Context: an optimization exercise on an open-source flow, tuned for small area and a short achievable clock period. The choices shown serve that exercise and are no tape-out recipe. Function was not checked in any run shown here: the RTL went through the layout flow alone.

## flow/design.v (module list and top-level ports; edited modules follow where they fit)
// module DF_Fir_Tree: 706 lines
module DF_Fir_Tree (clk, clk_enable, reset, filter_in, filter_out);
  // ...
==> flow/run.sh <==
#!/bin/bash
# synth_recipe.tcl (not shown) runs the flow's synth.tcl, then flattens the netlist and writes it again
# the make line also repeats each setting of config.mk as NAME=value (left out here)
make -C /OpenROAD-flow-scripts/flow DESIGN_CONFIG=/design/flow/config.mk WORK_HOME=/design/flow/orfs CLKGATE_MAP_FILE= SYNTH_SCRIPT=/design/flow/synth_recipe.tcl finish
==> flow/config.mk <==
export PLATFORM = sky130hd
export DESIGN_NAME = DF_Fir_Tree
export DESIGN_NICKNAME = DF_Fir_Tree
export VERILOG_FILES = /design/flow/design.v
export SDC_FILE = /design/flow/constraint.sdc
export NUM_CORES = 4
export LEC_CHECK = 0
export CAP_MARGIN = 20
export CORE_MARGIN = 2
export CORE_UTILIZATION = 40
export PLACE_DENSITY = 0.6
export SLEW_MARGIN = 20
==> flow/constraint.sdc <==
create_clock -name core_clock -period 13.0 [get_ports {clk}]
set_input_delay 2.6000 -clock core_clock [delete_from_list [all_inputs] [get_ports {clk}]]
set_output_delay 2.6000 -clock core_clock [all_outputs]
set_load 0.01 [all_outputs]
==> flow_metrics.env, run 1 <==
export IMPL_largest_reg_flops=33
export IMPL_setup_viol=0
export IMPL_synth_top_cell_by_area="fa_1"
export IMPL_slew_viol_final=0
export IMPL_dr_total_vias=12500
export IMPL_rrSetupSlack_ns=4.18
export IMPL_met3_length_um=2030
export IMPL_first_pass_iters=7
export IMPL_n_antenna_cell=0
export IMPL_whs_endpoint="output_register[27]"
export IMPL_pin_count=52
export IMPL_met3_usage=0.0364
export IMPL_path_class="flop to flop"
export IMPL_initial_core_util=0.408
export IMPL_multi_input_gates=1159
export IMPL_status="timing/DRC/antenna clean"
export IMPL_buffer_ports_inserted=51
export IMPL_path_buf_inv=5
export IMPL_cts_max_path_buffers=2
export IMPL_ys_top_cells_by_count="inv_1 (402), fa_1 (298), dfrtp_1 (177)"
export IMPL_seq_area_frac_synth=0.232
export IMPL_grt_busiest_layer="met2"
export IMPL_reg2reg_to="output_register[31]"
export IMPL_drive_gt1_frac=0.118
export IMPL_rsz0062_at_grt="no"
export IMPL_track_usage=0.217
export IMPL_crit_required_ns=13.44
export IMPL_synthAdderAreaFrac=0.401
export IMPL_fill_cells=4468
==> run 2: changes to the inputs <==
==> flow/design.v (replaced) <==
`timescale 1 ns / 1 ns
module DF_Fir_Tree (clk, clk_enable, reset, filter_in, filter_out);
  input clk;
  input clk_enable;
  input reset;
  input signed [15:0] filter_in;
  output signed [32:0] filter_out;
  reg signed [15:0] d0, d1, d2, d3, d4, d5, d6, d7, d8;
  reg signed [32:0] output_register;
  reg [32:0] Rs, Rc;
  wire signed [16:0] pa0 = d0 + d6;
  wire signed [16:0] pa1 = d1 + d5;
  wire signed [16:0] pa2 = d2 + d4;
  wire t_1, t_2;
  fir_fa ut_1 (.a(d3[9]), .b(d3[5]), .c(~d3[0]), .s(t_1), .co(t_2));
  wire t_3 = d3[10] ^ d3[6];
  wire t_4 = d3[10] & d3[6];
  wire t_5, t_6;
  fir_fa ut_5 (.a(d3[1]), .b(pa0[2]), .c(pa1[10]), .s(t_5), .co(t_6));
  wire t_7, t_8;
  fir_fa ut_7 (.a(d3[11]), .b(d3[7]), .c(~d3[2]), .s(t_7), .co(t_8));
  wire t_9, t_10;
  fir_fa ut_9 (.a(d3[0]), .b(pa0[3]), .c(pa1[11]), .s(t_9), .co(t_10));
  wire t_11 = pa0[9] ^ pa1[9];
  wire t_12 = pa0[9] | pa1[9];
  wire t_13, t_14;
  fir_fa ut_13 (.a(d3[12]), .b(d3[8]), .c(~d3[3]), .s(t_13), .co(t_14));
  wire t_15, t_16;
  fir_fa ut_15 (.a(d3[1]), .b(pa0[4]), .c(pa1[12]), .s(t_15), .co(t_16));
  wire t_17, t_18;
  fir_fa ut_17 (.a(pa0[10]), .b(pa1[10]), .c(pa1[8]), .s(t_17), .co(t_18));
  wire t_19 = pa1[5] ^ pa1[2];
  wire t_20 = pa1[5] | pa1[2];
  wire t_21, t_22;
  fir_fa ut_21 (.a(d3[13]), .b(d3[9]), .c(~d3[4]), .s(t_21), .co(t_22));
  wire t_23, t_24;
  fir_fa ut_23 (.a(d3[2]), .b(d3[0]), .c(pa0[5]), .s(t_23), .co(t_24));
  wire t_25, t_26;
  fir_fa ut_25 (.a(pa0[11]), .b(pa1[11]), .c(pa1[9]), .s(t_25), .co(t_26));
  wire t_27, t_28;
  fir_fa ut_27 (.a(pa1[13]), .b(pa1[1]), .c(pa2[10]), .s(t_27), .co(t_28));
  wire t_29, t_30;
  fir_fa ut_29 (.a(pa1[6]), .b(pa1[3]), .c(pa2[14]), .s(t_29), .co(t_30));
  wire t_31, t_32;
  fir_fa ut_31 (.a(d3[14]), .b(d3[10]), .c(~d3[5]), .s(t_31), .co(t_32));
  wire t_33, t_34;
  fir_fa ut_33 (.a(d3[3]), .b(d3[1]), .c(pa0[6]), .s(t_33), .co(t_34));
  wire t_35, t_36;
  fir_fa ut_35 (.a(pa0[12]), .b(pa1[12]), .c(pa1[10]), .s(t_35), .co(t_36));
  wire t_37, t_38;
  fir_fa ut_37 (.a(pa1[14]), .b(pa1[2]), .c(pa2[11]), .s(t_37), .co(t_38));
  wire t_39, t_40;
  fir_fa ut_39 (.a(pa1[7]), .b(pa1[4]), .c(pa2[15]), .s(t_39), .co(t_40));
  wire t_41 = pa2[13] ^ pa2[6];
  wire t_42 = pa2[13] | pa2[6];
  wire t_43, t_44;
  fir_fa ut_43 (.a(d3[15]), .b(d3[6]), .c(d3[4]), .s(t_43), .co(t_44));
  wire t_45, t_46;
  fir_fa ut_45 (.a(d3[11]), .b(pa0[13]), .c(pa1[13]), .s(t_45), .co(t_46));
  wire t_47, t_48;
  fir_fa ut_47 (.a(d3[2]), .b(pa0[7]), .c(pa1[15]), .s(t_47), .co(t_48));
  wire t_49, t_50;
  fir_fa ut_49 (.a(pa1[11]), .b(pa1[8]), .c(pa1[5]), .s(t_49), .co(t_50));
  wire t_51, t_52;
  fir_fa ut_51 (.a(pa1[3]), .b(pa2[16]), .c(pa2[12]), .s(t_51), .co(t_52));
  wire t_53, t_54;
  fir_fa ut_53 (.a(pa2[14]), .b(~pa2[10]), .c(pa2[7]), .s(t_53), .co(t_54));
  wire t_55, t_56;
  fir_fa ut_55 (.a(~d3[12]), .b(d3[7]), .c(d3[5]), .s(t_55), .co(t_56));
  wire t_57, t_58;
  fir_fa ut_57 (.a(d3[3]), .b(pa0[8]), .c(pa1[4]), .s(t_57), .co(t_58));
  wire t_59, t_60;
  fir_fa ut_59 (.a(pa0[14]), .b(pa1[16]), .c(pa1[14]), .s(t_59), .co(t_60));
  wire t_61, t_62;
  fir_fa ut_61 (.a(pa1[12]), .b(pa1[9]), .c(pa1[6]), .s(t_61), .co(t_62));
  wire t_63, t_64;
  fir_fa ut_63 (.a(~pa2[15]), .b(pa2[13]), .c(pa2[11]), .s(t_63), .co(t_64));
  wire t_65, t_66;
  fir_fa ut_65 (.a(~d3[13]), .b(d3[8]), .c(d3[6]), .s(t_65), .co(t_66));
  wire t_67, t_68;
  fir_fa ut_67 (.a(d3[4]), .b(pa0[9]), .c(pa1[5]), .s(t_67), .co(t_68));
  wire t_69, t_70;
  fir_fa ut_69 (.a(pa0[15]), .b(pa1[15]), .c(pa1[13]), .s(t_69), .co(t_70));
  wire t_71, t_72;
  fir_fa ut_71 (.a(pa1[10]), .b(pa1[7]), .c(pa2[9]), .s(t_71), .co(t_72));
  wire t_73 = d3[9] ^ d3[7];
  wire t_74 = d3[9] | d3[7];
  wire t_75, t_76;
  fir_fa ut_75 (.a(d3[14]), .b(pa1[14]), .c(pa1[11]), .s(t_75), .co(t_76));
  wire t_77, t_78;
  fir_fa ut_77 (.a(d3[5]), .b(pa0[16]), .c(pa0[10]), .s(t_77), .co(t_78));
  wire t_79, t_80;
  fir_ha ut_79 (.a(pa1[16]), .b(pa1[6]), .s(t_79), .co(t_80));
  wire t_81, t_82;
  fir_fa ut_81 (.a(d3[15]), .b(d3[10]), .c(d3[8]), .s(t_81), .co(t_82));
  wire t_83, t_84;
  fir_fa ut_83 (.a(d3[6]), .b(pa0[11]), .c(pa1[7]), .s(t_83), .co(t_84));
  wire t_85 = d3[5] ^ d3[1];
  wire t_86 = d3[5] & d3[1];
  wire t_87, t_88;
  fir_fa ut_87 (.a(d3[6]), .b(d3[2]), .c(pa0[4]), .s(t_87), .co(t_88));
  wire t_89 = d3[7] ^ d3[3];
  wire t_90 = d3[7] & d3[3];
  wire t_91, t_92;
  fir_fa ut_91 (.a(pa0[5]), .b(pa1[5]), .c(pa1[3]), .s(t_91), .co(t_92));
  wire t_93, t_94;
  fir_fa ut_93 (.a(d3[8]), .b(pa0[0]), .c(pa1[8]), .s(t_93), .co(t_94));
  wire t_95, t_96;
  fir_fa ut_95 (.a(d3[4]), .b(pa0[6]), .c(pa1[6]), .s(t_95), .co(t_96));
  wire t_97, t_98;
  fir_fa ut_97 (.a(pa1[4]), .b(pa1[1]), .c(pa2[9]), .s(t_97), .co(t_98));
  wire t_99, t_100;
  fir_fa ut_99 (.a(d3[8]), .b(t_1), .c(pa0[7]), .s(t_99), .co(t_100));
  wire t_101, t_102;
  fir_fa ut_101 (.a(pa0[1]), .b(pa1[9]), .c(pa2[6]), .s(t_101), .co(t_102));
  wire t_103, t_104;
  fir_fa ut_103 (.a(pa1[7]), .b(pa1[5]), .c(pa1[2]), .s(t_103), .co(t_104));
  wire t_105 = pa2[10] ^ pa2[8];
  wire t_106 = pa2[10] | pa2[8];
  wire t_107, t_108;
  fir_fa ut_107 (.a(t_3), .b(t_2), .c(pa0[8]), .s(t_107), .co(t_108));
  wire t_109, t_110;
  fir_fa ut_109 (.a(pa1[8]), .b(pa1[6]), .c(pa1[3]), .s(t_109), .co(t_110));
  wire t_111, t_112;
  fir_fa ut_111 (.a(pa1[0]), .b(pa2[11]), .c(pa2[9]), .s(t_111), .co(t_112));
  wire t_113, t_114;
  fir_fa ut_113 (.a(pa2[7]), .b(pa2[5]), .c(t_5), .s(t_113), .co(t_114));
  wire t_115, t_116;
  fir_fa ut_115 (.a(t_4), .b(t_7), .c(pa1[7]), .s(t_115), .co(t_116));
  wire t_117, t_118;
  fir_fa ut_117 (.a(pa1[4]), .b(pa1[1]), .c(pa2[12]), .s(t_117), .co(t_118));
  wire t_119, t_120;
  fir_fa ut_119 (.a(~pa2[10]), .b(pa2[8]), .c(pa2[6]), .s(t_119), .co(t_120));
  wire t_121, t_122;
  fir_fa ut_121 (.a(~pa2[3]), .b(t_11), .c(t_6), .s(t_121), .co(t_122));
  wire t_123, t_124;
  fir_fa ut_123 (.a(t_8), .b(t_13), .c(pa2[13]), .s(t_123), .co(t_124));
  wire t_125, t_126;
  fir_fa ut_125 (.a(pa1[0]), .b(pa2[9]), .c(pa2[7]), .s(t_125), .co(t_126));
  wire t_127, t_128;
  fir_fa ut_127 (.a(pa2[11]), .b(pa2[4]), .c(t_12), .s(t_127), .co(t_128));
  wire t_129, t_130;
  fir_fa ut_129 (.a(t_19), .b(t_10), .c(t_15), .s(t_129), .co(t_130));
  wire t_131, t_132;
  fir_fa ut_131 (.a(t_14), .b(t_21), .c(pa2[12]), .s(t_131), .co(t_132));
  wire t_133, t_134;
  fir_fa ut_133 (.a(pa2[8]), .b(pa2[0]), .c(t_16), .s(t_133), .co(t_134));
  wire t_135, t_136;
  fir_fa ut_135 (.a(pa2[5]), .b(t_20), .c(t_18), .s(t_135), .co(t_136));
  wire t_137, t_138;
  fir_fa ut_137 (.a(t_23), .b(~t_25), .c(t_27), .s(t_137), .co(t_138));
  wire t_139, t_140;
  fir_fa ut_139 (.a(t_22), .b(t_31), .c(t_26), .s(t_139), .co(t_140));
  wire t_141, t_142;
  fir_fa ut_141 (.a(pa2[9]), .b(pa2[1]), .c(t_41), .s(t_141), .co(t_142));
  wire t_143, t_144;
  fir_fa ut_143 (.a(t_24), .b(t_28), .c(t_33), .s(t_143), .co(t_144));
  wire t_145, t_146;
  fir_fa ut_145 (.a(t_30), .b(t_35), .c(t_39), .s(t_145), .co(t_146));
  wire t_147, t_148;
  fir_fa ut_147 (.a(t_32), .b(t_42), .c(t_36), .s(t_147), .co(t_148));
  wire t_149, t_150;
  fir_fa ut_149 (.a(t_43), .b(pa2[2]), .c(t_34), .s(t_149), .co(t_150));
  wire t_151, t_152;
  fir_fa ut_151 (.a(t_38), .b(t_47), .c(t_51), .s(t_151), .co(t_152));
  wire t_153, t_154;
  fir_fa ut_153 (.a(t_40), .b(t_45), .c(t_49), .s(t_153), .co(t_154));
  wire t_155, t_156;
  fir_fa ut_155 (.a(t_44), .b(t_55), .c(pa2[3]), .s(t_155), .co(t_156));
  wire t_157, t_158;
  fir_fa ut_157 (.a(pa2[8]), .b(t_46), .c(t_50), .s(t_157), .co(t_158));
  wire t_159, t_160;
  fir_fa ut_159 (.a(t_48), .b(t_52), .c(t_57), .s(t_159), .co(t_160));
  wire t_161, t_162;
  fir_fa ut_161 (.a(t_54), .b(t_59), .c(t_61), .s(t_161), .co(t_162));
  wire t_163, t_164;
  fir_fa ut_163 (.a(t_56), .b(t_65), .c(pa2[16]), .s(t_163), .co(t_164));
  wire t_165, t_166;
  fir_fa ut_165 (.a(pa2[14]), .b(pa2[12]), .c(pa2[4]), .s(t_165), .co(t_166));
  wire t_167, t_168;
  fir_fa ut_167 (.a(t_58), .b(t_64), .c(t_67), .s(t_167), .co(t_168));
  wire t_169, t_170;
  fir_fa ut_169 (.a(t_60), .b(t_62), .c(t_69), .s(t_169), .co(t_170));
  wire t_171, t_172;
  fir_fa ut_171 (.a(t_73), .b(pa1[8]), .c(pa2[10]), .s(t_171), .co(t_172));
  wire t_173, t_174;
  fir_fa ut_173 (.a(t_66), .b(pa2[15]), .c(pa2[13]), .s(t_173), .co(t_174));
  wire t_175, t_176;
  fir_fa ut_175 (.a(pa2[5]), .b(t_79), .c(t_68), .s(t_175), .co(t_176));
  wire t_177, t_178;
  fir_fa ut_177 (.a(t_70), .b(t_72), .c(t_75), .s(t_177), .co(t_178));
  wire t_179, t_180;
  fir_fa ut_179 (.a(t_74), .b(t_81), .c(pa2[14]), .s(t_179), .co(t_180));
  wire t_181, t_182;
  fir_fa ut_181 (.a(pa1[15]), .b(pa1[12]), .c(pa1[9]), .s(t_181), .co(t_182));
  wire t_183, t_184;
  fir_fa ut_183 (.a(pa2[16]), .b(pa2[11]), .c(t_76), .s(t_183), .co(t_184));
  wire t_185, t_186;
  fir_fa ut_185 (.a(pa2[6]), .b(t_80), .c(t_78), .s(t_185), .co(t_186));
  wire t_187, t_188;
  fir_fa ut_187 (.a(~d3[11]), .b(d3[9]), .c(d3[7]), .s(t_187), .co(t_188));
  wire t_189, t_190;
  fir_fa ut_189 (.a(t_82), .b(pa0[12]), .c(pa1[16]), .s(t_189), .co(t_190));
  wire t_191, t_192;
  fir_fa ut_191 (.a(pa1[13]), .b(pa1[10]), .c(pa2[12]), .s(t_191), .co(t_192));
  wire t_193, t_194;
  fir_fa ut_193 (.a(pa1[8]), .b(pa2[15]), .c(pa2[7]), .s(t_193), .co(t_194));
  wire t_195 = d3[11] ^ d3[12];
  wire t_196 = d3[11] | d3[12];
  wire t_197, t_198;
  fir_fa ut_197 (.a(d3[10]), .b(d3[8]), .c(pa0[13]), .s(t_197), .co(t_198));
  wire t_199, t_200;
  fir_fa ut_199 (.a(pa1[14]), .b(pa1[11]), .c(pa2[16]), .s(t_199), .co(t_200));
  wire t_201, t_202;
  fir_ha ut_201 (.a(pa1[9]), .b(pa2[8]), .s(t_201), .co(t_202));
  wire t_203, t_204;
  fir_fa ut_203 (.a(d3[13]), .b(d3[11]), .c(d3[9]), .s(t_203), .co(t_204));
  wire t_205, t_206;
  fir_fa ut_205 (.a(pa0[14]), .b(pa1[10]), .c(pa2[9]), .s(t_205), .co(t_206));
  wire t_207, t_208;
  fir_fa ut_207 (.a(d3[14]), .b(d3[12]), .c(d3[10]), .s(t_207), .co(t_208));
  wire t_209 = pa1[3] ^ pa2[0];
  wire t_210 = pa1[3] | pa2[0];
  wire t_211, t_212;
  fir_fa ut_211 (.a(d3[4]), .b(d3[0]), .c(pa0[2]), .s(t_211), .co(t_212));
  wire t_213, t_214;
  fir_fa ut_213 (.a(~pa1[4]), .b(pa1[2]), .c(pa1[0]), .s(t_213), .co(t_214));
  wire t_215, t_216;
  fir_fa ut_215 (.a(t_85), .b(pa0[3]), .c(pa1[3]), .s(t_215), .co(t_216));
  wire t_217, t_218;
  fir_fa ut_217 (.a(pa1[5]), .b(pa2[2]), .c(pa2[0]), .s(t_217), .co(t_218));
  wire t_219 = pa1[1] ^ pa2[6];
  wire t_220 = pa1[1] | pa2[6];
  wire t_221, t_222;
  fir_fa ut_221 (.a(t_86), .b(pa1[4]), .c(pa1[2]), .s(t_221), .co(t_222));
  wire t_223, t_224;
  fir_fa ut_223 (.a(pa1[6]), .b(pa2[3]), .c(pa2[1]), .s(t_223), .co(t_224));
  wire t_225, t_226;
  fir_fa ut_225 (.a(pa2[7]), .b(pa2[5]), .c(t_87), .s(t_225), .co(t_226));
  wire t_227, t_228;
  fir_fa ut_227 (.a(t_89), .b(pa1[0]), .c(pa2[8]), .s(t_227), .co(t_228));
  wire t_229, t_230;
  fir_fa ut_229 (.a(pa1[7]), .b(pa2[4]), .c(pa2[2]), .s(t_229), .co(t_230));
  wire t_231, t_232;
  fir_fa ut_231 (.a(pa2[6]), .b(t_88), .c(t_91), .s(t_231), .co(t_232));
  wire t_233, t_234;
  fir_fa ut_233 (.a(t_90), .b(pa2[7]), .c(pa2[0]), .s(t_233), .co(t_234));
  wire t_235, t_236;
  fir_fa ut_235 (.a(pa2[5]), .b(pa2[3]), .c(t_93), .s(t_235), .co(t_236));
  wire t_237, t_238;
  fir_fa ut_237 (.a(t_92), .b(t_95), .c(t_97), .s(t_237), .co(t_238));
  wire t_239, t_240;
  fir_fa ut_239 (.a(pa2[4]), .b(t_105), .c(t_94), .s(t_239), .co(t_240));
  wire t_241, t_242;
  fir_fa ut_241 (.a(pa2[1]), .b(t_96), .c(t_98), .s(t_241), .co(t_242));
  wire t_243, t_244;
  fir_fa ut_243 (.a(t_99), .b(~t_101), .c(t_103), .s(t_243), .co(t_244));
  wire t_245, t_246;
  fir_fa ut_245 (.a(pa2[2]), .b(t_106), .c(t_100), .s(t_245), .co(t_246));
  wire t_247, t_248;
  fir_fa ut_247 (.a(~t_102), .b(t_104), .c(t_107), .s(t_247), .co(t_248));
  wire t_249, t_250;
  fir_fa ut_249 (.a(t_109), .b(t_111), .c(~t_113), .s(t_249), .co(t_250));
  wire t_251, t_252;
  fir_fa ut_251 (.a(t_108), .b(t_110), .c(t_112), .s(t_251), .co(t_252));
  wire t_253, t_254;
  fir_fa ut_253 (.a(t_115), .b(t_117), .c(~t_119), .s(t_253), .co(t_254));
  wire t_255, t_256;
  fir_fa ut_255 (.a(t_9), .b(t_114), .c(t_121), .s(t_255), .co(t_256));
  wire t_257, t_258;
  fir_fa ut_257 (.a(t_116), .b(t_118), .c(t_123), .s(t_257), .co(t_258));
  wire t_259, t_260;
  fir_fa ut_259 (.a(t_120), .b(t_125), .c(t_122), .s(t_259), .co(t_260));
  wire t_261, t_262;
  fir_fa ut_261 (.a(t_17), .b(t_127), .c(~t_129), .s(t_261), .co(t_262));
  wire t_263, t_264;
  fir_fa ut_263 (.a(t_124), .b(t_131), .c(t_29), .s(t_263), .co(t_264));
  wire t_265, t_266;
  fir_fa ut_265 (.a(t_126), .b(t_130), .c(t_133), .s(t_265), .co(t_266));
  wire t_267, t_268;
  fir_fa ut_267 (.a(t_128), .b(t_135), .c(~t_137), .s(t_267), .co(t_268));
  wire t_269, t_270;
  fir_fa ut_269 (.a(t_132), .b(t_136), .c(t_139), .s(t_269), .co(t_270));
  wire t_271, t_272;
  fir_fa ut_271 (.a(t_37), .b(t_141), .c(t_134), .s(t_271), .co(t_272));
  wire t_273, t_274;
  fir_fa ut_273 (.a(t_138), .b(t_143), .c(~t_145), .s(t_273), .co(t_274));
  wire t_275, t_276;
  fir_fa ut_275 (.a(t_53), .b(t_140), .c(t_146), .s(t_275), .co(t_276));
  wire t_277, t_278;
  fir_fa ut_277 (.a(t_142), .b(t_144), .c(t_149), .s(t_277), .co(t_278));
  wire t_279, t_280;
  fir_fa ut_279 (.a(t_147), .b(~t_151), .c(t_153), .s(t_279), .co(t_280));
  wire t_281, t_282;
  fir_fa ut_281 (.a(t_155), .b(t_63), .c(t_150), .s(t_281), .co(t_282));
  wire t_283, t_284;
  fir_fa ut_283 (.a(t_148), .b(t_154), .c(t_157), .s(t_283), .co(t_284));
  wire t_285, t_286;
  fir_fa ut_285 (.a(t_152), .b(t_159), .c(~t_161), .s(t_285), .co(t_286));
  wire t_287, t_288;
  fir_fa ut_287 (.a(t_156), .b(t_163), .c(t_165), .s(t_287), .co(t_288));
  wire t_289, t_290;
  fir_fa ut_289 (.a(t_71), .b(t_158), .c(t_162), .s(t_289), .co(t_290));
  wire t_291, t_292;
  fir_fa ut_291 (.a(t_160), .b(t_167), .c(~t_169), .s(t_291), .co(t_292));
  wire t_293, t_294;
  fir_fa ut_293 (.a(t_164), .b(t_166), .c(t_173), .s(t_293), .co(t_294));
  wire t_295, t_296;
  fir_fa ut_295 (.a(t_171), .b(t_170), .c(t_177), .s(t_295), .co(t_296));
  wire t_297, t_298;
  fir_fa ut_297 (.a(t_77), .b(t_168), .c(t_175), .s(t_297), .co(t_298));
  wire t_299, t_300;
  fir_fa ut_299 (.a(t_172), .b(t_181), .c(t_178), .s(t_299), .co(t_300));
  wire t_301, t_302;
  fir_fa ut_301 (.a(t_174), .b(t_179), .c(t_83), .s(t_301), .co(t_302));
  wire t_303, t_304;
  fir_fa ut_303 (.a(t_176), .b(~t_183), .c(t_185), .s(t_303), .co(t_304));
  wire t_305, t_306;
  fir_fa ut_305 (.a(t_187), .b(t_180), .c(t_189), .s(t_305), .co(t_306));
  wire t_307, t_308;
  fir_fa ut_307 (.a(t_182), .b(t_191), .c(t_184), .s(t_307), .co(t_308));
  wire t_309, t_310;
  fir_fa ut_309 (.a(t_193), .b(t_84), .c(t_186), .s(t_309), .co(t_310));
  wire t_311, t_312;
  fir_fa ut_311 (.a(t_195), .b(pa2[13]), .c(t_192), .s(t_311), .co(t_312));
  wire t_313, t_314;
  fir_fa ut_313 (.a(t_188), .b(t_201), .c(t_190), .s(t_313), .co(t_314));
  wire t_315, t_316;
  fir_fa ut_315 (.a(t_194), .b(t_197), .c(~t_199), .s(t_315), .co(t_316));
  wire t_317, t_318;
  fir_fa ut_317 (.a(t_196), .b(t_203), .c(t_202), .s(t_317), .co(t_318));
  wire t_319, t_320;
  fir_fa ut_319 (.a(pa1[15]), .b(pa1[12]), .c(pa2[14]), .s(t_319), .co(t_320));
  wire t_321, t_322;
  fir_fa ut_321 (.a(t_198), .b(~t_200), .c(t_205), .s(t_321), .co(t_322));
  wire t_323, t_324;
  fir_fa ut_323 (.a(t_204), .b(t_207), .c(pa0[15]), .s(t_323), .co(t_324));
  wire t_325, t_326;
  fir_fa ut_325 (.a(pa1[16]), .b(pa1[11]), .c(pa2[10]), .s(t_325), .co(t_326));
  wire t_327, t_328;
  fir_fa ut_327 (.a(pa1[13]), .b(pa2[15]), .c(~t_206), .s(t_327), .co(t_328));
  wire t_329, t_330;
  fir_fa ut_329 (.a(~d3[15]), .b(d3[13]), .c(d3[11]), .s(t_329), .co(t_330));
  wire t_331, t_332;
  fir_fa ut_331 (.a(t_208), .b(pa1[12]), .c(pa2[16]), .s(t_331), .co(t_332));
  wire t_333, t_334;
  fir_fa ut_333 (.a(pa0[16]), .b(pa1[14]), .c(~pa2[11]), .s(t_333), .co(t_334));
  wire t_335, t_336;
  fir_fa ut_335 (.a(d3[14]), .b(d3[12]), .c(pa1[13]), .s(t_335), .co(t_336));
  wire t_337, t_338;
  fir_fa ut_337 (.a(d3[2]), .b(pa0[0]), .c(pa1[0]), .s(t_337), .co(t_338));
  wire t_339 = pa1[2] ^ pa2[3];
  wire t_340 = pa1[2] & ~pa2[3];
  wire t_341, t_342;
  fir_fa ut_341 (.a(d3[3]), .b(pa0[1]), .c(pa1[1]), .s(t_341), .co(t_342));
  wire t_343, t_344;
  fir_fa ut_343 (.a(pa2[4]), .b(pa2[2]), .c(t_209), .s(t_343), .co(t_344));
  wire t_345, t_346;
  fir_fa ut_345 (.a(pa2[5]), .b(pa2[3]), .c(t_211), .s(t_345), .co(t_346));
  wire t_347, t_348;
  fir_fa ut_347 (.a(pa2[1]), .b(t_210), .c(~t_213), .s(t_347), .co(t_348));
  wire t_349, t_350;
  fir_fa ut_349 (.a(pa2[4]), .b(t_212), .c(t_214), .s(t_349), .co(t_350));
  wire t_351, t_352;
  fir_fa ut_351 (.a(t_219), .b(~t_215), .c(t_217), .s(t_351), .co(t_352));
  wire t_353, t_354;
  fir_fa ut_353 (.a(t_220), .b(t_216), .c(t_221), .s(t_353), .co(t_354));
  wire t_355, t_356;
  fir_fa ut_355 (.a(t_218), .b(t_223), .c(~t_225), .s(t_355), .co(t_356));
  wire t_357, t_358;
  fir_fa ut_357 (.a(t_222), .b(t_227), .c(t_226), .s(t_357), .co(t_358));
  wire t_359, t_360;
  fir_fa ut_359 (.a(t_224), .b(t_229), .c(~t_231), .s(t_359), .co(t_360));
  wire t_361, t_362;
  fir_fa ut_361 (.a(t_228), .b(t_233), .c(t_232), .s(t_361), .co(t_362));
  wire t_363, t_364;
  fir_fa ut_363 (.a(t_230), .b(t_235), .c(~t_237), .s(t_363), .co(t_364));
  wire t_365, t_366;
  fir_fa ut_365 (.a(t_234), .b(t_238), .c(t_241), .s(t_365), .co(t_366));
  wire t_367, t_368;
  fir_fa ut_367 (.a(t_236), .b(t_239), .c(~t_243), .s(t_367), .co(t_368));
  wire t_369, t_370;
  fir_fa ut_369 (.a(~t_240), .b(t_242), .c(t_244), .s(t_369), .co(t_370));
  wire t_371, t_372;
  fir_fa ut_371 (.a(t_245), .b(t_247), .c(t_249), .s(t_371), .co(t_372));
  wire t_373, t_374;
  fir_fa ut_373 (.a(t_246), .b(t_248), .c(t_251), .s(t_373), .co(t_374));
  wire t_375, t_376;
  fir_fa ut_375 (.a(t_253), .b(t_250), .c(~t_255), .s(t_375), .co(t_376));
  wire t_377, t_378;
  fir_fa ut_377 (.a(t_252), .b(t_254), .c(t_257), .s(t_377), .co(t_378));
  wire t_379, t_380;
  fir_fa ut_379 (.a(t_256), .b(t_259), .c(~t_261), .s(t_379), .co(t_380));
  wire t_381, t_382;
  fir_fa ut_381 (.a(t_258), .b(t_263), .c(t_262), .s(t_381), .co(t_382));
  wire t_383, t_384;
  fir_fa ut_383 (.a(t_260), .b(t_265), .c(~t_267), .s(t_383), .co(t_384));
  wire t_385, t_386;
  fir_fa ut_385 (.a(t_264), .b(t_268), .c(t_269), .s(t_385), .co(t_386));
  wire t_387, t_388;
  fir_fa ut_387 (.a(t_266), .b(t_271), .c(t_273), .s(t_387), .co(t_388));
  wire t_389, t_390;
  fir_fa ut_389 (.a(t_270), .b(t_275), .c(t_279), .s(t_389), .co(t_390));
  wire t_391, t_392;
  fir_fa ut_391 (.a(t_272), .b(t_274), .c(t_277), .s(t_391), .co(t_392));
  wire t_393, t_394;
  fir_fa ut_393 (.a(t_276), .b(t_280), .c(t_283), .s(t_393), .co(t_394));
  wire t_395, t_396;
  fir_fa ut_395 (.a(t_278), .b(t_281), .c(t_285), .s(t_395), .co(t_396));
  wire t_397, t_398;
  fir_fa ut_397 (.a(t_287), .b(t_282), .c(t_286), .s(t_397), .co(t_398));
  wire t_399, t_400;
  fir_fa ut_399 (.a(t_284), .b(t_289), .c(~t_291), .s(t_399), .co(t_400));
  wire t_401, t_402;
  fir_fa ut_401 (.a(t_288), .b(t_293), .c(t_292), .s(t_401), .co(t_402));
  wire t_403, t_404;
  fir_fa ut_403 (.a(t_290), .b(t_295), .c(~t_297), .s(t_403), .co(t_404));
  wire t_405, t_406;
  fir_fa ut_405 (.a(t_294), .b(t_301), .c(t_298), .s(t_405), .co(t_406));
  wire t_407, t_408;
  fir_fa ut_407 (.a(t_296), .b(t_299), .c(~t_303), .s(t_407), .co(t_408));
  wire t_409, t_410;
  fir_fa ut_409 (.a(t_302), .b(t_305), .c(t_304), .s(t_409), .co(t_410));
  wire t_411, t_412;
  fir_fa ut_411 (.a(t_300), .b(t_307), .c(~t_309), .s(t_411), .co(t_412));
  wire t_413, t_414;
  fir_fa ut_413 (.a(t_306), .b(t_313), .c(t_315), .s(t_413), .co(t_414));
  wire t_415, t_416;
  fir_fa ut_415 (.a(t_311), .b(t_308), .c(~t_310), .s(t_415), .co(t_416));
  wire t_417, t_418;
  fir_fa ut_417 (.a(t_319), .b(~t_317), .c(t_312), .s(t_417), .co(t_418));
  wire t_419, t_420;
  fir_fa ut_419 (.a(t_314), .b(t_316), .c(t_321), .s(t_419), .co(t_420));
  wire t_421, t_422;
  fir_fa ut_421 (.a(~t_320), .b(t_323), .c(t_325), .s(t_421), .co(t_422));
  wire t_423, t_424;
  fir_fa ut_423 (.a(t_318), .b(t_322), .c(~t_327), .s(t_423), .co(t_424));
  wire t_425, t_426;
  fir_fa ut_425 (.a(t_329), .b(t_324), .c(t_326), .s(t_425), .co(t_426));
  wire t_427, t_428;
  fir_fa ut_427 (.a(~t_331), .b(t_333), .c(t_328), .s(t_427), .co(t_428));
  wire t_429, t_430;
  fir_fa ut_429 (.a(t_330), .b(pa2[12]), .c(t_332), .s(t_429), .co(t_430));
  wire t_431, t_432;
  fir_fa ut_431 (.a(pa1[15]), .b(t_334), .c(~t_335), .s(t_431), .co(t_432));
  wire t_433, t_434;
  fir_fa ut_433 (.a(d3[13]), .b(d3[15]), .c(~pa1[16]), .s(t_433), .co(t_434));
  wire t_435, t_436;
  fir_fa ut_435 (.a(pa1[14]), .b(pa2[13]), .c(t_336), .s(t_435), .co(t_436));
  wire t_437, t_438;
  fir_fa ut_437 (.a(d3[13]), .b(d3[14]), .c(pa1[15]), .s(t_437), .co(t_438));
  wire t_439, t_440;
  fir_fa ut_439 (.a(d3[1]), .b(pa1[1]), .c(~pa2[2]), .s(t_439), .co(t_440));
  wire t_441, t_442;
  fir_fa ut_441 (.a(d3[1]), .b(pa2[1]), .c(t_339), .s(t_441), .co(t_442));
  wire t_443, t_444;
  fir_fa ut_443 (.a(~t_340), .b(t_338), .c(t_341), .s(t_443), .co(t_444));
  wire t_445, t_446;
  fir_fa ut_445 (.a(t_342), .b(t_344), .c(t_345), .s(t_445), .co(t_446));
  wire t_447, t_448;
  fir_fa ut_447 (.a(t_346), .b(~t_348), .c(t_349), .s(t_447), .co(t_448));
  wire t_449, t_450;
  fir_fa ut_449 (.a(t_350), .b(~t_352), .c(t_353), .s(t_449), .co(t_450));
  wire t_451, t_452;
  fir_fa ut_451 (.a(t_354), .b(~t_356), .c(t_357), .s(t_451), .co(t_452));
  wire t_453, t_454;
  fir_fa ut_453 (.a(t_358), .b(~t_360), .c(t_361), .s(t_453), .co(t_454));
  wire t_455, t_456;
  fir_fa ut_455 (.a(t_362), .b(~t_364), .c(t_365), .s(t_455), .co(t_456));
  wire t_457, t_458;
  fir_fa ut_457 (.a(t_366), .b(t_369), .c(t_371), .s(t_457), .co(t_458));
  wire t_459, t_460;
  fir_fa ut_459 (.a(t_370), .b(t_373), .c(t_372), .s(t_459), .co(t_460));
  wire t_461, t_462;
  fir_fa ut_461 (.a(t_374), .b(t_377), .c(t_376), .s(t_461), .co(t_462));
  wire t_463, t_464;
  fir_fa ut_463 (.a(t_378), .b(~t_380), .c(t_381), .s(t_463), .co(t_464));
  wire t_465, t_466;
  fir_fa ut_465 (.a(t_382), .b(~t_384), .c(t_385), .s(t_465), .co(t_466));
  wire t_467, t_468;
  fir_fa ut_467 (.a(t_386), .b(~t_388), .c(t_389), .s(t_467), .co(t_468));
  wire t_469, t_470;
  fir_fa ut_469 (.a(t_390), .b(~t_392), .c(t_393), .s(t_469), .co(t_470));
  wire t_471, t_472;
  fir_fa ut_471 (.a(~t_394), .b(t_396), .c(t_397), .s(t_471), .co(t_472));
  wire t_473, t_474;
  fir_fa ut_473 (.a(t_398), .b(~t_400), .c(t_401), .s(t_473), .co(t_474));
  wire t_475, t_476;
  fir_fa ut_475 (.a(t_402), .b(~t_404), .c(t_405), .s(t_475), .co(t_476));
  wire t_477, t_478;
  fir_fa ut_477 (.a(t_406), .b(~t_408), .c(t_409), .s(t_477), .co(t_478));
  wire t_479, t_480;
  fir_fa ut_479 (.a(t_413), .b(t_410), .c(~t_412), .s(t_479), .co(t_480));
  wire t_481, t_482;
  fir_fa ut_481 (.a(t_414), .b(~t_417), .c(t_419), .s(t_481), .co(t_482));
  wire t_483, t_484;
  fir_fa ut_483 (.a(t_421), .b(t_420), .c(t_423), .s(t_483), .co(t_484));
  wire t_485, t_486;
  fir_fa ut_485 (.a(t_422), .b(t_425), .c(t_424), .s(t_485), .co(t_486));
  wire t_487, t_488;
  fir_fa ut_487 (.a(t_426), .b(t_429), .c(~t_431), .s(t_487), .co(t_488));
  wire t_489, t_490;
  fir_fa ut_489 (.a(t_433), .b(~t_430), .c(t_432), .s(t_489), .co(t_490));
  wire t_491, t_492;
  fir_fa ut_491 (.a(pa2[14]), .b(t_437), .c(t_436), .s(t_491), .co(t_492));
  wire t_493, t_494;
  fir_fa ut_493 (.a(d3[15]), .b(pa2[15]), .c(t_438), .s(t_493), .co(t_494));
  wire t_495, t_496;
  fir_ha ut_495 (.a(d3[0]), .b(pa1[0]), .s(t_495), .co(t_496));
  wire t_497, t_498;
  fir_fa ut_497 (.a(d3[0]), .b(pa2[0]), .c(~t_439), .s(t_497), .co(t_498));
  wire t_499, t_500;
  fir_fa ut_499 (.a(~t_440), .b(t_337), .c(t_441), .s(t_499), .co(t_500));
  wire t_501, t_502;
  fir_fa ut_501 (.a(t_442), .b(t_343), .c(t_443), .s(t_501), .co(t_502));
  wire t_503, t_504;
  fir_fa ut_503 (.a(t_444), .b(~t_347), .c(t_445), .s(t_503), .co(t_504));
  wire t_505, t_506;
  fir_fa ut_505 (.a(~t_351), .b(t_446), .c(t_447), .s(t_505), .co(t_506));
  wire t_507, t_508;
  fir_fa ut_507 (.a(t_448), .b(t_449), .c(~t_355), .s(t_507), .co(t_508));
  wire t_509, t_510;
  fir_fa ut_509 (.a(t_450), .b(~t_359), .c(t_451), .s(t_509), .co(t_510));
  wire t_511, t_512;
  fir_fa ut_511 (.a(~t_363), .b(t_452), .c(t_453), .s(t_511), .co(t_512));
  wire t_513, t_514;
  fir_fa ut_513 (.a(~t_367), .b(t_454), .c(t_455), .s(t_513), .co(t_514));
  wire t_515, t_516;
  fir_fa ut_515 (.a(~t_368), .b(t_456), .c(t_457), .s(t_515), .co(t_516));
  wire t_517, t_518;
  fir_fa ut_517 (.a(t_375), .b(t_458), .c(t_459), .s(t_517), .co(t_518));
  wire t_519, t_520;
  fir_fa ut_519 (.a(~t_379), .b(t_460), .c(t_461), .s(t_519), .co(t_520));
  wire t_521, t_522;
  fir_fa ut_521 (.a(~t_383), .b(t_462), .c(t_463), .s(t_521), .co(t_522));
  wire t_523, t_524;
  fir_fa ut_523 (.a(~t_387), .b(t_464), .c(t_465), .s(t_523), .co(t_524));
  wire t_525, t_526;
  fir_fa ut_525 (.a(~t_391), .b(t_466), .c(t_467), .s(t_525), .co(t_526));
  wire t_527, t_528;
  fir_fa ut_527 (.a(~t_395), .b(t_468), .c(t_469), .s(t_527), .co(t_528));
  wire t_529, t_530;
  fir_fa ut_529 (.a(t_399), .b(t_470), .c(~t_471), .s(t_529), .co(t_530));
  wire t_531, t_532;
  fir_fa ut_531 (.a(~t_403), .b(t_472), .c(t_473), .s(t_531), .co(t_532));
  wire t_533, t_534;
  fir_fa ut_533 (.a(~t_407), .b(t_474), .c(t_475), .s(t_533), .co(t_534));
  wire t_535, t_536;
  fir_fa ut_535 (.a(~t_411), .b(t_476), .c(t_477), .s(t_535), .co(t_536));
  wire t_537, t_538;
  fir_fa ut_537 (.a(~t_415), .b(t_478), .c(t_479), .s(t_537), .co(t_538));
  wire t_539, t_540;
  fir_fa ut_539 (.a(t_481), .b(~t_416), .c(t_480), .s(t_539), .co(t_540));
  wire t_541, t_542;
  fir_fa ut_541 (.a(~t_418), .b(t_482), .c(t_483), .s(t_541), .co(t_542));
  wire t_543, t_544;
  fir_fa ut_543 (.a(~t_427), .b(t_484), .c(t_485), .s(t_543), .co(t_544));
  wire t_545, t_546;
  fir_fa ut_545 (.a(t_487), .b(~t_428), .c(t_486), .s(t_545), .co(t_546));
  wire t_547, t_548;
  fir_fa ut_547 (.a(t_435), .b(t_488), .c(~t_489), .s(t_547), .co(t_548));
  wire t_549, t_550;
  fir_fa ut_549 (.a(t_434), .b(t_490), .c(~t_491), .s(t_549), .co(t_550));
  wire t_551, t_552;
  fir_fa ut_551 (.a(~pa1[16]), .b(t_493), .c(t_492), .s(t_551), .co(t_552));
  wire t_553, t_554;
  fir_fa ut_553 (.a(d3[15]), .b(~pa2[16]), .c(t_494), .s(t_553), .co(t_554));
  wire [32:0] ns = {1'b1, ~d3[15], t_553, ~t_550, t_548, t_547, t_544, t_542, t_541, t_538, t_536, t_534, t_532, ~t_530, ~t_528, ~t_526, ~t_524, ~t_522, ~t_520, ~t_518, ~t_516, ~t_514, ~t_512, ~t_510, ~t_508, ~t_506, ~t_504, ~t_502, ~t_500, ~t_498, t_496, ~pa2[1], 1'b1};
  wire [32:0] nc = {1'b0, t_554, t_552, t_551, ~t_549, t_546, t_545, t_543, t_540, t_539, t_537, t_535, t_533, t_531, ~t_529, ~t_527, ~t_525, ~t_523, ~t_521, ~t_519, ~t_517, ~t_515, ~t_513, ~t_511, ~t_509, ~t_507, ~t_505, ~t_503, ~t_501, ~t_499, ~t_497, t_495, ~pa2[0]};
  wire tb_1, tb_2;
  fir_ha utb_1 (.a(d0[4]), .b(d8[4]), .s(tb_1), .co(tb_2));
  wire tb_3, tb_4;
  fir_ha utb_3 (.a(d0[5]), .b(d8[5]), .s(tb_3), .co(tb_4));
  wire tb_5, tb_6;
  fir_fa utb_5 (.a(d0[6]), .b(d8[6]), .c(Rs[8]), .s(tb_5), .co(tb_6));
  wire tb_7 = d0[4] ^ d0[0];
  wire tb_8 = d0[4] | d0[0];
  wire tb_9 = d0[7] ^ d8[7];
  wire tb_10 = d0[7] | d8[7];
  wire tb_11, tb_12;
  fir_fa utb_11 (.a(d0[5]), .b(d0[1]), .c(d8[5]), .s(tb_11), .co(tb_12));
  wire tb_13 = Rs[9] ^ d8[1];
  wire tb_14 = Rs[9] & ~d8[1];
  wire tb_15, tb_16;
  fir_fa utb_15 (.a(d0[8]), .b(d8[8]), .c(Rs[10]), .s(tb_15), .co(tb_16));
  wire tb_17, tb_18;
  fir_fa utb_17 (.a(d0[6]), .b(d0[2]), .c(d8[6]), .s(tb_17), .co(tb_18));
  wire tb_19 = Rc[10] ^ d8[2];
  wire tb_20 = Rc[10] & ~d8[2];
  wire tb_21, tb_22;
  fir_fa utb_21 (.a(d0[9]), .b(d8[9]), .c(Rs[11]), .s(tb_21), .co(tb_22));
  wire tb_23, tb_24;
  fir_fa utb_23 (.a(d0[7]), .b(d0[3]), .c(d8[7]), .s(tb_23), .co(tb_24));
  wire tb_25 = Rc[11] ^ d8[3];
  wire tb_26 = Rc[11] & ~d8[3];
  wire tb_27, tb_28;
  fir_fa utb_27 (.a(d0[10]), .b(d8[10]), .c(Rs[12]), .s(tb_27), .co(tb_28));
  wire tb_29, tb_30;
  fir_fa utb_29 (.a(d0[8]), .b(d0[4]), .c(d8[8]), .s(tb_29), .co(tb_30));
  wire tb_31 = Rc[12] ^ d8[4];
  wire tb_32 = Rc[12] & ~d8[4];
  wire tb_33, tb_34;
  fir_fa utb_33 (.a(d0[11]), .b(d8[11]), .c(Rs[13]), .s(tb_33), .co(tb_34));
  wire tb_35, tb_36;
  fir_fa utb_35 (.a(d0[9]), .b(d0[5]), .c(d8[9]), .s(tb_35), .co(tb_36));
  wire tb_37 = Rc[13] ^ d8[5];
  wire tb_38 = Rc[13] & ~d8[5];
  wire tb_39, tb_40;
  fir_fa utb_39 (.a(d0[12]), .b(d8[12]), .c(Rs[14]), .s(tb_39), .co(tb_40));
  wire tb_41, tb_42;
  fir_fa utb_41 (.a(d0[10]), .b(d0[6]), .c(d8[10]), .s(tb_41), .co(tb_42));
  wire tb_43 = Rc[14] ^ d8[6];
  wire tb_44 = Rc[14] & ~d8[6];
  wire tb_45, tb_46;
  fir_fa utb_45 (.a(d0[13]), .b(d8[13]), .c(Rs[15]), .s(tb_45), .co(tb_46));
  wire tb_47, tb_48;
  fir_fa utb_47 (.a(d0[11]), .b(d0[7]), .c(d8[11]), .s(tb_47), .co(tb_48));
  wire tb_49 = Rc[15] ^ d8[7];
  wire tb_50 = Rc[15] & ~d8[7];
  wire tb_51, tb_52;
  fir_fa utb_51 (.a(d0[14]), .b(d8[14]), .c(Rs[16]), .s(tb_51), .co(tb_52));
  wire tb_53, tb_54;
  fir_fa utb_53 (.a(d0[12]), .b(d0[8]), .c(d8[12]), .s(tb_53), .co(tb_54));
  wire tb_55 = Rc[16] ^ d8[8];
  wire tb_56 = Rc[16] & ~d8[8];
  wire tb_57, tb_58;
  fir_fa utb_57 (.a(d0[15]), .b(d0[13]), .c(d0[9]), .s(tb_57), .co(tb_58));
  wire tb_59, tb_60;
  fir_fa utb_59 (.a(d8[15]), .b(d8[13]), .c(d8[9]), .s(tb_59), .co(tb_60));
  wire tb_61, tb_62;
  fir_ha utb_61 (.a(Rs[17]), .b(Rc[17]), .s(tb_61), .co(tb_62));
  wire tb_63 = Rs[18] ^ Rc[18];
  wire tb_64 = Rs[18] | Rc[18];
  wire tb_65, tb_66;
  fir_fa utb_65 (.a(d0[14]), .b(d0[10]), .c(d8[14]), .s(tb_65), .co(tb_66));
  wire tb_67 = d0[15] ^ d8[15];
  wire tb_68 = d0[15] | d8[15];
  wire tb_69 = d0[11] ^ d8[11];
  wire tb_70 = d0[11] | d8[11];
  wire tb_71, tb_72;
  fir_fa utb_71 (.a(d0[2]), .b(d8[2]), .c(Rs[4]), .s(tb_71), .co(tb_72));
  wire tb_73, tb_74;
  fir_fa utb_73 (.a(d0[3]), .b(d0[1]), .c(d8[1]), .s(tb_73), .co(tb_74));
  wire tb_75, tb_76;
  fir_ha utb_75 (.a(d8[3]), .b(Rs[5]), .s(tb_75), .co(tb_76));
  wire tb_77, tb_78;
  fir_fa utb_77 (.a(d0[3]), .b(tb_1), .c(Rs[6]), .s(tb_77), .co(tb_78));
  wire tb_79, tb_80;
  fir_fa utb_79 (.a(d0[2]), .b(d8[2]), .c(~Rc[6]), .s(tb_79), .co(tb_80));
  wire tb_81, tb_82;
  fir_fa utb_81 (.a(d0[3]), .b(d8[3]), .c(~tb_2), .s(tb_81), .co(tb_82));
  wire tb_83, tb_84;
  fir_fa utb_83 (.a(tb_3), .b(Rs[7]), .c(Rc[7]), .s(tb_83), .co(tb_84));
  wire tb_85, tb_86;
  fir_fa utb_85 (.a(d8[4]), .b(d8[0]), .c(~tb_4), .s(tb_85), .co(tb_86));
  wire tb_87, tb_88;
  fir_fa utb_87 (.a(tb_7), .b(Rc[8]), .c(tb_5), .s(tb_87), .co(tb_88));
  wire tb_89, tb_90;
  fir_fa utb_89 (.a(tb_8), .b(tb_9), .c(tb_11), .s(tb_89), .co(tb_90));
  wire tb_91, tb_92;
  fir_fa utb_91 (.a(Rc[9]), .b(~tb_13), .c(tb_6), .s(tb_91), .co(tb_92));
  wire tb_93, tb_94;
  fir_fa utb_93 (.a(tb_10), .b(tb_14), .c(tb_15), .s(tb_93), .co(tb_94));
  wire tb_95, tb_96;
  fir_fa utb_95 (.a(tb_12), .b(tb_17), .c(tb_19), .s(tb_95), .co(tb_96));
  wire tb_97, tb_98;
  fir_fa utb_97 (.a(tb_18), .b(tb_23), .c(tb_25), .s(tb_97), .co(tb_98));
  wire tb_99, tb_100;
  fir_fa utb_99 (.a(tb_20), .b(tb_16), .c(tb_21), .s(tb_99), .co(tb_100));
  wire tb_101, tb_102;
  fir_fa utb_101 (.a(tb_24), .b(tb_29), .c(tb_31), .s(tb_101), .co(tb_102));
  wire tb_103, tb_104;
  fir_fa utb_103 (.a(tb_26), .b(tb_22), .c(tb_27), .s(tb_103), .co(tb_104));
  wire tb_105, tb_106;
  fir_fa utb_105 (.a(tb_30), .b(tb_35), .c(tb_37), .s(tb_105), .co(tb_106));
  wire tb_107, tb_108;
  fir_fa utb_107 (.a(tb_32), .b(tb_28), .c(tb_33), .s(tb_107), .co(tb_108));
  wire tb_109, tb_110;
  fir_fa utb_109 (.a(tb_36), .b(tb_41), .c(tb_43), .s(tb_109), .co(tb_110));
  wire tb_111, tb_112;
  fir_fa utb_111 (.a(tb_38), .b(tb_34), .c(tb_39), .s(tb_111), .co(tb_112));
  wire tb_113, tb_114;
  fir_fa utb_113 (.a(tb_42), .b(tb_47), .c(tb_49), .s(tb_113), .co(tb_114));
  wire tb_115, tb_116;
  fir_fa utb_115 (.a(tb_44), .b(tb_40), .c(tb_45), .s(tb_115), .co(tb_116));
  wire tb_117, tb_118;
  fir_fa utb_117 (.a(tb_48), .b(tb_53), .c(tb_55), .s(tb_117), .co(tb_118));
  wire tb_119, tb_120;
  fir_fa utb_119 (.a(tb_50), .b(tb_46), .c(tb_51), .s(tb_119), .co(tb_120));
  wire tb_121, tb_122;
  fir_fa utb_121 (.a(tb_54), .b(tb_57), .c(tb_59), .s(tb_121), .co(tb_122));
  wire tb_123, tb_124;
  fir_fa utb_123 (.a(tb_56), .b(tb_61), .c(tb_52), .s(tb_123), .co(tb_124));
  wire tb_125, tb_126;
  fir_fa utb_125 (.a(d8[10]), .b(tb_58), .c(tb_60), .s(tb_125), .co(tb_126));
  wire tb_127, tb_128;
  fir_fa utb_127 (.a(tb_65), .b(~tb_62), .c(tb_63), .s(tb_127), .co(tb_128));
  wire tb_129, tb_130;
  fir_fa utb_129 (.a(tb_67), .b(~tb_69), .c(tb_66), .s(tb_129), .co(tb_130));
  wire tb_131, tb_132;
  fir_fa utb_131 (.a(Rs[19]), .b(Rc[19]), .c(tb_64), .s(tb_131), .co(tb_132));
  wire tb_133, tb_134;
  fir_fa utb_133 (.a(d0[12]), .b(d8[12]), .c(tb_70), .s(tb_133), .co(tb_134));
  wire tb_135, tb_136;
  fir_fa utb_135 (.a(tb_68), .b(Rs[20]), .c(Rc[20]), .s(tb_135), .co(tb_136));
  wire tb_137 = Rs[21] ^ Rc[21];
  wire tb_138 = Rs[21] | Rc[21];
  wire tb_139 = d0[13] ^ d8[13];
  wire tb_140 = d0[13] | d8[13];
  wire tb_141 = Rs[22] ^ Rc[22];
  wire tb_142 = Rs[22] | Rc[22];
  wire tb_143 = d0[14] ^ d8[14];
  wire tb_144 = d0[14] | d8[14];
  wire tb_145 = d0[15] ^ d8[15];
  wire tb_146 = d0[15] | d8[15];
  wire tb_147, tb_148;
  fir_ha utb_147 (.a(Rs[23]), .b(Rc[23]), .s(tb_147), .co(tb_148));
  wire tb_149, tb_150;
  fir_ha utb_149 (.a(d0[0]), .b(d8[0]), .s(tb_149), .co(tb_150));
  wire tb_151, tb_152;
  fir_fa utb_151 (.a(d0[1]), .b(d8[1]), .c(Rs[3]), .s(tb_151), .co(tb_152));
  wire tb_153, tb_154;
  fir_fa utb_153 (.a(d0[0]), .b(d8[0]), .c(~Rc[4]), .s(tb_153), .co(tb_154));
  wire tb_155, tb_156;
  fir_fa utb_155 (.a(~tb_73), .b(Rc[5]), .c(tb_75), .s(tb_155), .co(tb_156));
  wire tb_157, tb_158;
  fir_fa utb_157 (.a(~tb_74), .b(tb_76), .c(tb_77), .s(tb_157), .co(tb_158));
  wire tb_159, tb_160;
  fir_fa utb_159 (.a(tb_81), .b(~tb_78), .c(tb_80), .s(tb_159), .co(tb_160));
  wire tb_161, tb_162;
  fir_fa utb_161 (.a(tb_82), .b(tb_85), .c(~tb_84), .s(tb_161), .co(tb_162));
  wire tb_163, tb_164;
  fir_fa utb_163 (.a(tb_86), .b(tb_89), .c(~tb_88), .s(tb_163), .co(tb_164));
  wire tb_165, tb_166;
  fir_fa utb_165 (.a(tb_90), .b(tb_95), .c(~tb_92), .s(tb_165), .co(tb_166));
  wire tb_167, tb_168;
  fir_fa utb_167 (.a(tb_96), .b(tb_97), .c(~tb_94), .s(tb_167), .co(tb_168));
  wire tb_169, tb_170;
  fir_fa utb_169 (.a(tb_98), .b(tb_101), .c(~tb_100), .s(tb_169), .co(tb_170));
  wire tb_171, tb_172;
  fir_fa utb_171 (.a(tb_102), .b(tb_105), .c(~tb_104), .s(tb_171), .co(tb_172));
  wire tb_173, tb_174;
  fir_fa utb_173 (.a(tb_106), .b(tb_109), .c(~tb_108), .s(tb_173), .co(tb_174));
  wire tb_175, tb_176;
  fir_fa utb_175 (.a(tb_110), .b(tb_113), .c(~tb_112), .s(tb_175), .co(tb_176));
  wire tb_177, tb_178;
  fir_fa utb_177 (.a(tb_114), .b(tb_117), .c(~tb_116), .s(tb_177), .co(tb_178));
  wire tb_179, tb_180;
  fir_fa utb_179 (.a(tb_121), .b(tb_118), .c(~tb_120), .s(tb_179), .co(tb_180));
  wire tb_181, tb_182;
  fir_fa utb_181 (.a(tb_122), .b(tb_125), .c(tb_127), .s(tb_181), .co(tb_182));
  wire tb_183, tb_184;
  fir_fa utb_183 (.a(tb_126), .b(tb_129), .c(tb_128), .s(tb_183), .co(tb_184));
  wire tb_185, tb_186;
  fir_fa utb_185 (.a(tb_133), .b(tb_130), .c(~tb_135), .s(tb_185), .co(tb_186));
  wire tb_187, tb_188;
  fir_fa utb_187 (.a(~tb_139), .b(tb_134), .c(tb_137), .s(tb_187), .co(tb_188));
  wire tb_189, tb_190;
  fir_fa utb_189 (.a(~tb_140), .b(tb_143), .c(tb_138), .s(tb_189), .co(tb_190));
  wire tb_191, tb_192;
  fir_fa utb_191 (.a(tb_144), .b(tb_145), .c(~tb_142), .s(tb_191), .co(tb_192));
  wire tb_193, tb_194;
  fir_fa utb_193 (.a(tb_146), .b(Rs[24]), .c(Rc[24]), .s(tb_193), .co(tb_194));
  wire tb_195, tb_196;
  fir_ha utb_195 (.a(tb_149), .b(Rs[2]), .s(tb_195), .co(tb_196));
  wire tb_197, tb_198;
  fir_fa utb_197 (.a(tb_150), .b(Rc[3]), .c(tb_151), .s(tb_197), .co(tb_198));
  wire tb_199, tb_200;
  fir_fa utb_199 (.a(tb_152), .b(~tb_153), .c(tb_71), .s(tb_199), .co(tb_200));
  wire tb_201, tb_202;
  fir_fa utb_201 (.a(~tb_154), .b(tb_72), .c(tb_155), .s(tb_201), .co(tb_202));
  wire tb_203, tb_204;
  fir_fa utb_203 (.a(~tb_79), .b(tb_156), .c(tb_157), .s(tb_203), .co(tb_204));
  wire tb_205, tb_206;
  fir_fa utb_205 (.a(tb_83), .b(tb_158), .c(~tb_159), .s(tb_205), .co(tb_206));
  wire tb_207, tb_208;
  fir_fa utb_207 (.a(tb_160), .b(tb_161), .c(~tb_87), .s(tb_207), .co(tb_208));
  wire tb_209, tb_210;
  fir_fa utb_209 (.a(tb_162), .b(~tb_91), .c(tb_163), .s(tb_209), .co(tb_210));
  wire tb_211, tb_212;
  fir_fa utb_211 (.a(~tb_93), .b(tb_164), .c(tb_165), .s(tb_211), .co(tb_212));
  wire tb_213, tb_214;
  fir_fa utb_213 (.a(~tb_99), .b(tb_166), .c(tb_167), .s(tb_213), .co(tb_214));
  wire tb_215, tb_216;
  fir_fa utb_215 (.a(~tb_103), .b(tb_168), .c(tb_169), .s(tb_215), .co(tb_216));
  wire tb_217, tb_218;
  fir_fa utb_217 (.a(~tb_107), .b(tb_170), .c(tb_171), .s(tb_217), .co(tb_218));
  wire tb_219, tb_220;
  fir_fa utb_219 (.a(~tb_111), .b(tb_172), .c(tb_173), .s(tb_219), .co(tb_220));
  wire tb_221, tb_222;
  fir_fa utb_221 (.a(~tb_115), .b(tb_174), .c(tb_175), .s(tb_221), .co(tb_222));
  wire tb_223, tb_224;
  fir_fa utb_223 (.a(~tb_119), .b(tb_176), .c(tb_177), .s(tb_223), .co(tb_224));
  wire tb_225, tb_226;
  fir_fa utb_225 (.a(~tb_123), .b(tb_178), .c(tb_179), .s(tb_225), .co(tb_226));
  wire tb_227, tb_228;
  fir_fa utb_227 (.a(~tb_124), .b(tb_181), .c(tb_180), .s(tb_227), .co(tb_228));
  wire tb_229, tb_230;
  fir_fa utb_229 (.a(~tb_131), .b(tb_182), .c(tb_183), .s(tb_229), .co(tb_230));
  wire tb_231, tb_232;
  fir_fa utb_231 (.a(~tb_132), .b(tb_185), .c(tb_184), .s(tb_231), .co(tb_232));
  wire tb_233, tb_234;
  fir_fa utb_233 (.a(~tb_136), .b(tb_187), .c(tb_186), .s(tb_233), .co(tb_234));
  wire tb_235, tb_236;
  fir_fa utb_235 (.a(tb_141), .b(tb_188), .c(~tb_189), .s(tb_235), .co(tb_236));
  wire tb_237, tb_238;
  fir_fa utb_237 (.a(tb_147), .b(tb_190), .c(~tb_191), .s(tb_237), .co(tb_238));
  wire tb_239, tb_240;
  fir_fa utb_239 (.a(tb_148), .b(tb_193), .c(~tb_192), .s(tb_239), .co(tb_240));
  wire tb_241, tb_242;
  fir_fa utb_241 (.a(~Rs[25]), .b(Rc[25]), .c(tb_194), .s(tb_241), .co(tb_242));
  wire tb_243, tb_244;
  fir_fa utb_243 (.a(Rs[25]), .b(~Rs[26]), .c(Rc[26]), .s(tb_243), .co(tb_244));
  wire tb_245, tb_246;
  fir_fa utb_245 (.a(Rs[26]), .b(~Rs[27]), .c(Rc[27]), .s(tb_245), .co(tb_246));
  wire tb_247, tb_248;
  fir_fa utb_247 (.a(Rs[27]), .b(~Rs[28]), .c(Rc[28]), .s(tb_247), .co(tb_248));
  wire tb_249, tb_250;
  fir_fa utb_249 (.a(Rs[28]), .b(~Rs[29]), .c(Rc[29]), .s(tb_249), .co(tb_250));
  wire tb_251, tb_252;
  fir_fa utb_251 (.a(Rs[29]), .b(~Rs[30]), .c(Rc[30]), .s(tb_251), .co(tb_252));
  wire tb_253, tb_254;
  fir_fa utb_253 (.a(Rs[30]), .b(~Rs[31]), .c(Rc[31]), .s(tb_253), .co(tb_254));
  wire tb_255, tb_256;
  fir_fa utb_255 (.a(Rs[31]), .b(~Rs[32]), .c(Rc[32]), .s(tb_255), .co(tb_256));
  wire [32:0] r0 = {tb_254, tb_252, tb_250, tb_248, tb_246, tb_244, tb_243, tb_241, tb_238, ~tb_236, ~tb_235, ~tb_233, ~tb_230, ~tb_229, ~tb_226, ~tb_224, ~tb_222, ~tb_220, ~tb_218, ~tb_216, ~tb_214, ~tb_212, ~tb_210, ~tb_208, tb_206, tb_204, tb_202, tb_200, tb_198, tb_196, Rc[2], Rs[1], Rs[0]};
  wire [32:0] r1 = {tb_255, tb_253, tb_251, tb_249, tb_247, tb_245, tb_242, tb_240, tb_239, tb_237, ~tb_234, ~tb_232, ~tb_231, ~tb_228, ~tb_227, ~tb_225, ~tb_223, ~tb_221, ~tb_219, ~tb_217, ~tb_215, ~tb_213, ~tb_211, ~tb_209, ~tb_207, tb_205, tb_203, tb_201, tb_199, tb_197, tb_195, Rc[1], Rc[0]};
  wire [32:0] sum = r0 + r1;
  always @(posedge clk or posedge reset)
    if (reset) begin
      d0 <= 0; d1 <= 0; d2 <= 0; d3 <= 0; d4 <= 0; d5 <= 0; d6 <= 0; d7 <= 0; d8 <= 0;
      Rs <= 33'd7754072059;
      Rc <= 33'd835862533;
      output_register <= 0;
    end else if (clk_enable) begin
      d0 <= filter_in;
      d1 <= d0; d2 <= d1; d3 <= d2; d4 <= d3; d5 <= d4; d6 <= d5; d7 <= d6; d8 <= d7;
      Rs <= ns;
      Rc <= nc;
      output_register <= sum;
    end
  assign filter_out = output_register;
endmodule
module fir_fa (a, b, c, s, co);
  input a, b, c;
  output s, co;
  assign s = a ^ b ^ c;
  assign co = (a & b) | (a & c) | (b & c);
endmodule
module fir_ha (a, b, s, co);
  input a, b;
  output s, co;
  assign s = a ^ b;
  assign co = a & b;
endmodule
--- a/flow/config.mk
+++ b/flow/config.mk
@@ -5,8 +5,10 @@
 export SDC_FILE = /design/flow/constraint.sdc
 export NUM_CORES = 4
 export LEC_CHECK = 0
 export CAP_MARGIN = 20
 export CORE_MARGIN = 2
 export CORE_UTILIZATION = 40
 export PLACE_DENSITY = 0.6
 export SLEW_MARGIN = 20
+export SYNTH_HIERARCHICAL = 1
+export SYNTH_MINIMUM_KEEP_SIZE = 0
==> flow_metrics.env, run 2 <==
export IMPL_status="timing/DRC/antenna clean"
export IMPL_fmaxAchievable_mhz=155
export IMPL_grt_start_max_net_pins=138
export IMPL_clockRootBuffer="clkbuf_16"
export IMPL_synth_enable_flop_cells=0
export IMPL_setup_viol=0
export IMPL_crit_required_ns=13.44
export IMPL_buffer_ports_inserted=51
export IMPL_drtIter0Drc=737
export IMPL_arrival_ns=6.90
export IMPL_core_area_um2=52300
export IMPL_largest_reg_flops=33
export IMPL_slew_limit_headroom=0.365
export IMPL_final_cell_mix="fa_1 (369), inv_1 (254), dfrtp_1 (208)"
export IMPL_cts_made_buffers=28
export IMPL_ys_top_cells_by_count="fa_1 (369), inv_1 (255), dfrtp_1 (208)"
export IMPL_first_pass_iters=5
export IMPL_seq_area_frac_synth=0.286
export IMPL_synth_top_cell_area_share=0.350
export IMPL_ys_types=70
export IMPL_end_kind="flop"
export IMPL_pin_count=52
export IMPL_drive_gt1_frac=0.156
export IMPL_worstSkewPairLatency_ns=0.57
export IMPL_synth_top_cell_by_area="fa_1"
export IMPL_cts_resized_gates=0
export IMPL_path_class="flop to flop"
export IMPL_cts_tree="done"
export IMPL_path_clk_slew_ns=0.06
export IMPL_dr_total_vias=12900
export IMPL_yosysMostFrequentCell="fa_1"
export IMPL_syn_area_per_cell_um2=12.2
export IMPL_dr_max_layer_used="met4"
export IMPL_yosys_warnings=7
export IMPL_rsz0062_at_grt="no"
export IMPL_startpoint_type="flop"
export IMPL_reg_largest_list="output_register (33), Rc (32), Rs (31)"
export IMPL_largest_register="output_register"
export IMPL_routed_wl_um=54500
export IMPL_final_cell_area_um2=23500
export IMPL_clkSinkCount=240
export IMPL_gr_total_overflow=0
export IMPL_nNetsFinal=2311
export IMPL_drt_drc_violations_left=0
export IMPL_fp_dieH_um=234
export IMPL_die_w_um=234
export IMPL_slew_viol_final=0
export IMPL_die_area_um2=54700
export IMPL_netlist_instances=1737
export IMPL_area_growth_pct=11.3
export IMPL_wl_met2_um=25500
export IMPL_fin_util=0.449
export IMPL_cts_max_path_buffers=3
export IMPL_initial_core_util=0.404
export IMPL_track_usage=0.208
export IMPL_dpl_cell_area_um2=22600
export IMPL_routedWlPerCell_um=21.7
export IMPL_hpwl_um=44200
export IMPL_gp_congestion=0.914
export IMPL_hold_viol=0
export IMPL_period_share=0.497
export IMPL_syn_area_um2=21100
export IMPL_met3_length_um=1810
==> run 2: changes by cell type in the layout (fill, tap and decap cells not counted), moves of 31 or more <==
cell	change
fa_1	+71
nand2_1	+31
inv_1	-147
dfstp_2	+32
dfrtp_1	+31
o21ai_0	+32
==> run 2: metal layers <==
metal,track usage,vias to the layer above
li1,-,5819
met5,0,-
met4,0.0550,0
met2,0.339,239
met1,0.301,6789
met3,0.0181,72
==> run 2: final cells by class <==
cell class	count	area (µm²)
clock buffers	46	880
flip-flops and latches	240	6050
repair buffers	78	718
clock inverters	6	82.6
multi-input cells	1201	14000
fillers	4779	28800
inverters	256	968
well taps	688	861
diodes	1	2.50
==> run 2: per-module statistics from Yosys, one instance, submodules excluded <==
module	cells inside	area [µm²]	flip-flops and latches
DF_Fir_Tree	1362	13700	240
fir_fa	1	20.0	0
fir_ha	1	12.5	0
==> run 2: final timing paths <==
path / startpoint / to / slack (ns) / cells past startpoint
setup / recovery: d1[0] / Rc[19] / 6.54 / 18
hold / removal: d7[15] / d8[15] / 0.48 / 2
setup reg to reg: d1[0] / Rc[19] / 6.54 / 18
hold reg to reg: d7[15] / d8[15] / 0.48 / 2
max in group asynchronous: reset / d4[4] / 8.23 / 4
min in group asynchronous: reset / output_register[29] / 2.57 / 2
==> run 2: worst max-delay path, cell delays in order (launching register included) <==
cell and delay, ns:
dfrtp_1 0.39, ha_1 0.24, fa_1 0.41, a21o_1 0.21, a21oi_1 0.23, o21bai_1 0.12
a2111oi_0 0.43, nor3_1 0.19, a21oi_1 0.23, a211oi_1 0.17, a31oi_1 0.57, fa_1 0.56
fa_1 0.51, inv_1 0.05, fa_1 0.37, fa_1 0.42, fa_1 0.57, fa_1 0.40
mux2_2 0.26
==> run 2: cells by family (layout without fill, tap and decap cells) <==
| group | Yosys count | count (layout) | synth area share |
|---|---|---|---|
| AOI/OAI and AO/OA | 272 | 272 | 0.0843 |
| xor gates and xnor gates | 70 | 70 | 0.0290 |
| adders and majority gates | 487 | 487 | 0.420 |
| buffers and inverters | 297 | 386 | 0.0537 |
| DFF | 240 | 240 | 0.286 |
| muxes | 154 | 154 | 0.0820 |
| other | 1 | 3 | 0.000178 |
| and+or+nand+nor | 216 | 216 | 0.0450 |
==> run 2: per-stage QoR <==
stage	setup slack, ns	std cells	hold slack [ns]
after global placement	6.32	2463	0.466
after CTS	6.48	2515	0.484
final	6.54	2516	0.482
after global routing	6.20	2515	0.502
after detailed placement	6.49	2463	0.474
after floorplan	3.86	1738	0.449

[afterwards: timing with drivers on the ports]
The flow's constraints put no driver on any port. The routed layouts listed below were extracted and timed again, unchanged, in two steps. Step 1 sets driving cells, clkbuf_16 on the clock port and buf_2 on the other inputs (assumed; they add their load-dependent delay and slew). Step 2 adds t to the input delays and takes it off the output delays; t is the mean of the earliest and latest rising clock arrival at the registers after step 1. Input paths then give back, and output paths get back, about the clock's delay inside the block. Slacks: no drivers / after step 1 / after step 2; pairs: no drivers / after step 1.
run	t (ns)	setup slack, ns	clock arrival spread, ns
run 1	0.550	4.176 / 4.176 / 4.176	0.016 / 0.017
run 2	0.617	6.536 / 6.536 / 6.536	0.017 / 0.017
After both steps setup and hold are still met in every run listed.
